Context: an optimization exercise on an open-source flow, tuned for a short achievable clock period and few clock cycles. The choices shown serve that exercise and are no tape-out recipe.
Only simulation tests tie the RTL to the original design; equivalence was not proved.

==> garnet: inputs <==
// processor_verilog
module processor_verilog (
    input  wire        clk,
    input  wire        reset,
    output wire [15:0] rom_addr,
    input  wire [31:0] rom_data,
    output wire        out_valid,
    output wire [15:0] out_data,
    output wire        halted
);
clock: 12.0 ns
lec_check: 0
abc_clock_period_in_ps: 4000
cap_margin: 20
core_margin: 2
core_utilization: 38
place_density: 0.6
slew_margin: 20
tns_end_percent: 5
standard.sh (not shown) runs the stock make flow with config.mk's settings and CLKGATE_MAP_FILE= SYNTH_SCRIPT=/design/flow/synth_recipe.tcl, a recipe that flattens the netlist after the stock synthesis.
==> flow/flow/run.sh <==
#!/bin/bash
# Standard ORFS layout (the standard.sh, standard synthesis), with the setup repair
# steps aiming for a larger slack than the 12 ns clock needs, so that the layout is
# optimised for a short period. The SDC is the standard flow's, unchanged.
set -eo pipefail
export SETUP_SLACK_MARGIN=7.5
export SKIP_LAST_GASP=1
bash standard.sh > make_standard.log 2>&1
==> inputs of lagoon, as changes to garnet <==
--- a/flow/design.v
+++ b/flow/design.v
@@ -47,43 +47,86 @@
     reg [15:0] bt_tag [0:NB-1];
     reg [15:0] bt_tgt [0:NB-1];
     reg [15:0] bt_off [0:NB-1];
     reg        bt_v   [0:NB-1];
     reg  [1:0] bt_ptr;
     reg        bu_v, bu_taken;
     reg [15:0] bu_pc, bu_tgt, bu_off;
-    reg  [7:0] raddr;             
+    reg [15:0] ra_lo, ra_hi;      
+    reg [15:0] d_a_oh, d_b_oh;    
     reg        d_alu, d_mul, d_regwe, d_out_r, d_out_m, d_st_imm, d_store, d_ld_reg;
     reg        d_ld_rom, d_rom, d_jmp, d_j7, d_rel, d_halt, d_self;
     reg  [8:0] d_op;              
     reg  [4:0] d_cs;              
     reg [15:0] d_rd_oh;           
     reg [15:0] d_rlo, d_rhi;      
     reg        hz_rq, hz_ar;      
     reg        mdep;              
     wire [3:0]  rd    = ir[19:16];
     wire [15:0] opnd  = ir[15:0];
-    wire [15:0] a  = regs[ir[3:0]];
-    wire [15:0] b  = regs[ir[11:8]];
-    wire [15:0] dv = regs[rd];
-    wire [15:0] ram_a = fwd ? w_data : ram[raddr];    
+    reg  [15:0] a, b, dv, ram_rd;
+    reg  [15:0] ram_grp [0:15];
+    integer si, sj;
+    always @* begin
+        a  = 16'd0;
+        b  = 16'd0;
+        dv = 16'd0;
+        for (si = 0; si < 16; si = si + 1) begin
+            a  = a  | ({16{d_a_oh[si]}}  & regs[si]);
+            b  = b  | ({16{d_b_oh[si]}}  & regs[si]);
+            dv = dv | ({16{d_rd_oh[si]}} & regs[si]);
+        end
+        ram_rd = 16'd0;
+        for (si = 0; si < 16; si = si + 1) begin
+            ram_grp[si] = 16'd0;
+            for (sj = 0; sj < 16; sj = sj + 1)
+                ram_grp[si] = ram_grp[si] | ({16{ra_lo[sj]}} & ram[16 * si + sj]);
+            ram_rd = ram_rd | ({16{ra_hi[si]}} & ram_grp[si]);
+        end
+    end
+    wire [15:0] ram_a = fwd ? w_data : ram_rd;    
+    function [16:0] ks17;
+        input [16:0] x, y;
+        input        cin;
+        reg   [16:0] g, p, gg, pp;
+        integer i;
+        begin
+            g = x & y;
+            p = x ^ y;
+            gg = g;
+            pp = p;
+            gg[0] = g[0] | (p[0] & cin);
+            for (i = 16; i >= 1; i = i - 1) begin gg[i] = gg[i] | (pp[i] & gg[i-1]); pp[i] = pp[i] & pp[i-1]; end
+            for (i = 16; i >= 2; i = i - 1) begin gg[i] = gg[i] | (pp[i] & gg[i-2]); pp[i] = pp[i] & pp[i-2]; end
+            for (i = 16; i >= 4; i = i - 1) begin gg[i] = gg[i] | (pp[i] & gg[i-4]); pp[i] = pp[i] & pp[i-4]; end
+            for (i = 16; i >= 8; i = i - 1) begin gg[i] = gg[i] | (pp[i] & gg[i-8]); pp[i] = pp[i] & pp[i-8]; end
+            for (i = 16; i >= 16; i = i - 1) begin gg[i] = gg[i] | (pp[i] & gg[i-16]); pp[i] = pp[i] & pp[i-16]; end
+            ks17 = p ^ {gg[15:0], cin};
+        end
+    endfunction
     wire cond  = (d_cs[0]) | (d_cs[1] & fz) | (d_cs[2] & fc) | (d_cs[3] & fn) | (d_cs[4] & fo);
     wire taken = d_jmp && cond;
-    wire [15:0] jv = d_j7 ? ram_a : opnd;
-    wire [15:0] target = taken ? (d_rel ? pce + jv : jv) : pc1e;
+    wire [15:0] jv = opnd;
+    wire [16:0] pce_jv = ks17({1'b0, pce}, {1'b0, jv}, 1'b0);
+    wire [15:0] target = taken ? (d_rel ? pce_jv[15:0] : jv) : pc1e;
+    reg         j7p, j7rel;
+    reg  [15:0] j7pc, vreg;
+    wire [16:0] j7sum = ks17({1'b0, j7pc}, {1'b0, vreg}, 1'b0);
+    wire [15:0] j7tgt = j7rel ? j7sum[15:0] : vreg;
     wire pred_ok = bie | (d_j7 ? (!taken && !pte) :
                           taken ? (pte ? (d_rel ? (poe == opnd) : (pne == opnd)) : d_self) : !pte);
     wire haz      = hz_rq || hz_ar;
     wire stall    = haz || mdep || (d_store && rflag);
     wire fire     = ev && !stall && !halted_r;
     wire redirect = fire && !pred_ok;
     wire halting  = fire && d_halt;
     wire dreq     = fire && d_rom;
-    wire [16:0] sum  = {1'b0, a} + {1'b0, b};
-    wire [16:0] diff = {1'b0, a} - {1'b0, b};
+    wire [16:0] sum  = ks17({1'b0, a}, {1'b0, b}, 1'b0);
+    wire [16:0] dsum = ks17({1'b0, a}, {1'b0, ~b}, 1'b1);
+    wire [16:0] diff = {~dsum[16], dsum[15:0]};
     wire [16:0] r = ({17{d_op[0]}} & sum) |
                     ({17{d_op[1]}} & diff) |
                     ({17{d_op[2]}} & {1'b0, a & b}) |
                     ({17{d_op[3]}} & {1'b0, a | b}) |
                     ({17{d_op[4]}} & {1'b0, a ^ b}) |
                     ({17{d_op[5]}} & {1'b1, ~a}) |
                     ({17{d_op[6]}} & {a, 1'b0}) |
@@ -114,15 +157,15 @@
         l3[4] = m8[6];
         l3[5] = m8[7];
         for (j = 0; j < 2; j = j + 1) {l4[2*j+1], l4[2*j]} = csa(l3[3*j], l3[3*j+1], l3[3*j+2]);
         {l5[1], l5[0]} = csa(l4[0], l4[1], l4[2]);
         l5[2] = l4[3];
         {l6[1], l6[0]} = csa(l5[0], l5[1], l5[2]);
     end
-    wire [16:0] mres = l6[0] + l6[1];
+    wire [16:0] mres = ks17(l6[0], l6[1], 1'b0);
     wire mul_o = (ma15 == mb15) && (mres[15] != ma15);
     wire [31:0] w     = rom_data;
     wire [3:0]  wk    = w[27:24];
     wire        w_jf  = (w[31:28] == 4'hF) && (wk <= 4'd9);
     reg         wcond;
     always @* begin
         case (wk)
@@ -153,15 +196,15 @@
                 btgt = bt_tgt[bi];
                 boff = bt_off[bi];
             end
         end
     end
     wire [15:0] fa1  = fa + 16'd1;
     wire [15:0] pred = bhit ? btgt : fa1;
-    wire can_issue = !rflag && !halted_r && !halting && !redirect && !early &&
+    wire can_issue = !rflag && !halted_r && !halting && !redirect && !early && !j7p &&
                      (qc == 2'd0 || (qc == 2'd1 && !arr_i));
     always @(posedge clk) begin
         if (reset) begin
             fa      <= {15'd0, fa == 16'd0};
             arr_i   <= (fa == 16'd0);
             arr_pc  <= 16'd0;
             arr_pc1 <= 16'd1;
@@ -180,14 +223,17 @@
             arr_d   <= rflag;
             if (halting || halted_r) begin
                 fa    <= 16'd0;
                 rflag <= 1'b0;
             end else if (redirect) begin
                 fa    <= target;
                 rflag <= 1'b0;
+            end else if (j7p) begin
+                fa    <= j7tgt;
+                rflag <= 1'b0;
             end else if (dreq) begin
                 fa    <= d_ld_rom ? opnd : ram_a;
                 res   <= early ? wnext : rflag ? res : can_issue ? pred : fa;
                 rflag <= 1'b1;
             end else if (early) begin
                 fa    <= wnext;
                 rflag <= 1'b0;
@@ -241,42 +287,43 @@
     wire take = !ev || fire;
     always @(posedge clk) begin
         if (reset || redirect || halting || halted_r) begin
             ev <= 1'b0;
             qc <= 2'd0;
         end else if (take) begin
             if (qc == 2'd0) begin
-                ev  <= arr_i;
-                ir  <= rom_data;
-                pce <= arr_pc; pc1e <= arr_pc1; pne <= arr_pn; poe <= arr_po; pte <= arr_pt; bie <= early;
+                ev <= arr_i;
             end else begin
-                ev  <= 1'b1;
-                ir  <= q0_ir;
-                pce <= q0_pc; pc1e <= q0_pc + 16'd1; pne <= q0_pn; poe <= q0_po; pte <= q0_pt; bie <= q0_bi;
-                if (qc == 2'd1) begin
-                    q0_ir <= rom_data;
-                    q0_pc <= arr_pc; q0_pn <= arr_pn; q0_po <= arr_po; q0_pt <= arr_pt; q0_bi <= early;
-                    qc <= arr_i ? 2'd1 : 2'd0;
-                end else begin
-                    q0_ir <= q1_ir;
-                    q0_pc <= q1_pc; q0_pn <= q1_pn; q0_po <= q1_po; q0_pt <= q1_pt; q0_bi <= q1_bi;
-                    q1_ir <= rom_data;
-                    q1_pc <= arr_pc; q1_pn <= arr_pn; q1_po <= arr_po; q1_pt <= arr_pt; q1_bi <= early;
-                    qc <= arr_i ? 2'd2 : 2'd1;
-                end
+                ev <= 1'b1;
+                qc <= (qc == 2'd1) ? {1'b0, arr_i} : (arr_i ? 2'd2 : 2'd1);
             end
         end else if (arr_i) begin
+            qc <= qc + 2'd1;
+        end
+    end
+    always @(posedge clk) begin
+        if (take) begin
             if (qc == 2'd0) begin
-                q0_ir <= rom_data;
-                q0_pc <= arr_pc; q0_pn <= arr_pn; q0_po <= arr_po; q0_pt <= arr_pt; q0_bi <= early;
+                ir  <= rom_data;
+                pce <= arr_pc; pc1e <= arr_pc1; pne <= arr_pn; poe <= arr_po; pte <= arr_pt; bie <= early;
             end else begin
-                q1_ir <= rom_data;
-                q1_pc <= arr_pc; q1_pn <= arr_pn; q1_po <= arr_po; q1_pt <= arr_pt; q1_bi <= early;
+                ir  <= q0_ir;
+                pce <= q0_pc; pc1e <= q0_pc + 16'd1; pne <= q0_pn; poe <= q0_po; pte <= q0_pt; bie <= q0_bi;
             end
-            qc <= qc + 2'd1;
+        end
+        if (take ? (qc == 2'd2) : 1'b0) begin
+            q0_ir <= q1_ir;
+            q0_pc <= q1_pc; q0_pn <= q1_pn; q0_po <= q1_po; q0_pt <= q1_pt; q0_bi <= q1_bi;
+        end else if (take ? (qc == 2'd1) : (qc == 2'd0)) begin
+            q0_ir <= rom_data;
+            q0_pc <= arr_pc; q0_pn <= arr_pn; q0_po <= arr_po; q0_pt <= arr_pt; q0_bi <= early;
+        end
+        if (take ? (qc == 2'd2) : (qc == 2'd1)) begin
+            q1_ir <= rom_data;
+            q1_pc <= arr_pc; q1_pn <= arr_pn; q1_po <= arr_po; q1_pt <= arr_pt; q1_bi <= early;
         end
     end
     wire [31:0] x    = (qc == 2'd0) ? rom_data : q0_ir;
     wire [15:0] xpc1 = (qc == 2'd0) ? arr_pc1 : q0_pc + 16'd1;
     wire [7:0]  xh   = x[31:24];
     wire [3:0]  xk   = x[27:24];
     wire x_alu    = (xh[7:4] == 4'h1);
@@ -314,15 +361,20 @@
         end else begin
             hz_rq <= 1'b0;
             hz_ar <= hz_rq;
             mdep  <= 1'b0;
             fwd   <= 1'b0;
         end
         if (take) begin
-            raddr    <= x_raddr;
+            for (di = 0; di < 16; di = di + 1) begin
+                ra_lo[di]  <= (x_raddr[3:0] == di[3:0]);
+                ra_hi[di]  <= (x_raddr[7:4] == di[3:0]);
+                d_a_oh[di] <= (x[3:0] == di[3:0]);
+                d_b_oh[di] <= (x[11:8] == di[3:0]);
+            end
             d_alu    <= x_alu;
             d_mul    <= x_mul;
             d_regwe  <= (x_alu && !x_mul) || x_ld_reg;
             d_out_r  <= x_out_r;
             d_out_m  <= x_out_m;
             d_st_imm <= x_st_imm;
             d_store  <= x_st_imm || x_st_reg;
@@ -402,14 +454,23 @@
     integer wi;
     always @(posedge clk) begin
         for (wi = 0; wi < 256; wi = wi + 1) begin
             if (wen_hi[wi / 16] && wen_lo[wi % 16]) ram[wi] <= ram_wbus;
         end
     end
     always @(posedge clk) begin
+        if (reset) j7p <= 1'b0;
+        else       j7p <= fire && d_j7 && taken;
+        if (ev && d_j7) begin
+            vreg  <= ram_a;
+            j7rel <= d_rel;
+            j7pc  <= pce;
+        end
+    end
+    always @(posedge clk) begin
         if (dreq) rq_dst <= e_dst;
         ar_dst <= rq_dst;
     end
     always @(posedge clk) begin
         if (reset) begin
             mwb <= 1'b0;
         end else begin
Settings changed: CORE_UTILIZATION 38 to 30, PLACE_DENSITY 0.6 to 0.5.
==> run notes <==
garnet failed in 5_1_grt, error GRT-0232. lagoon completed without violations. Of garnet and lagoon, garnet has the higher area after synthesis (gap 3.4%, measured against lagoon). Of garnet and lagoon, garnet has the higher synthesized cell count (gap about 13%, measured against lagoon).
Testbench counts of garnet, summed over its fixed seeds: cycles 116,226.
Testbench counts of lagoon, summed over its fixed seeds: cycles 117,221.

[separate check: timing with driven ports]
No port has a modelled driver above. Below, the same layout with a new extraction and two added sets of constraints.
Step 1 (the two cells are an assumption about what drives the block):
set clk [get_ports {clk}]
set_driving_cell -lib_cell sky130_fd_sc_hd__clkbuf_16 $clk
set_driving_cell -lib_cell sky130_fd_sc_hd__buf_2 [delete_from_list [all_inputs] $clk]
Step 2 times the ports against the registers' clock, not the clock port: input delays grow and output delays shrink by t, the midpoint of the rising clock arrivals with the driver on.
Three values: ideal ports, drivers, drivers and shift; two values: the first two.
run: lagoon
t, ns: 1.219
slack for setup (ns): 7.100 / 7.100 / 6.141
pins driven straight from the clock port: 1
After both steps setup and hold are still met in lagoon. The setup slack of lagoon moves by 0.000 ns with the drivers and by -0.959 ns with both steps.
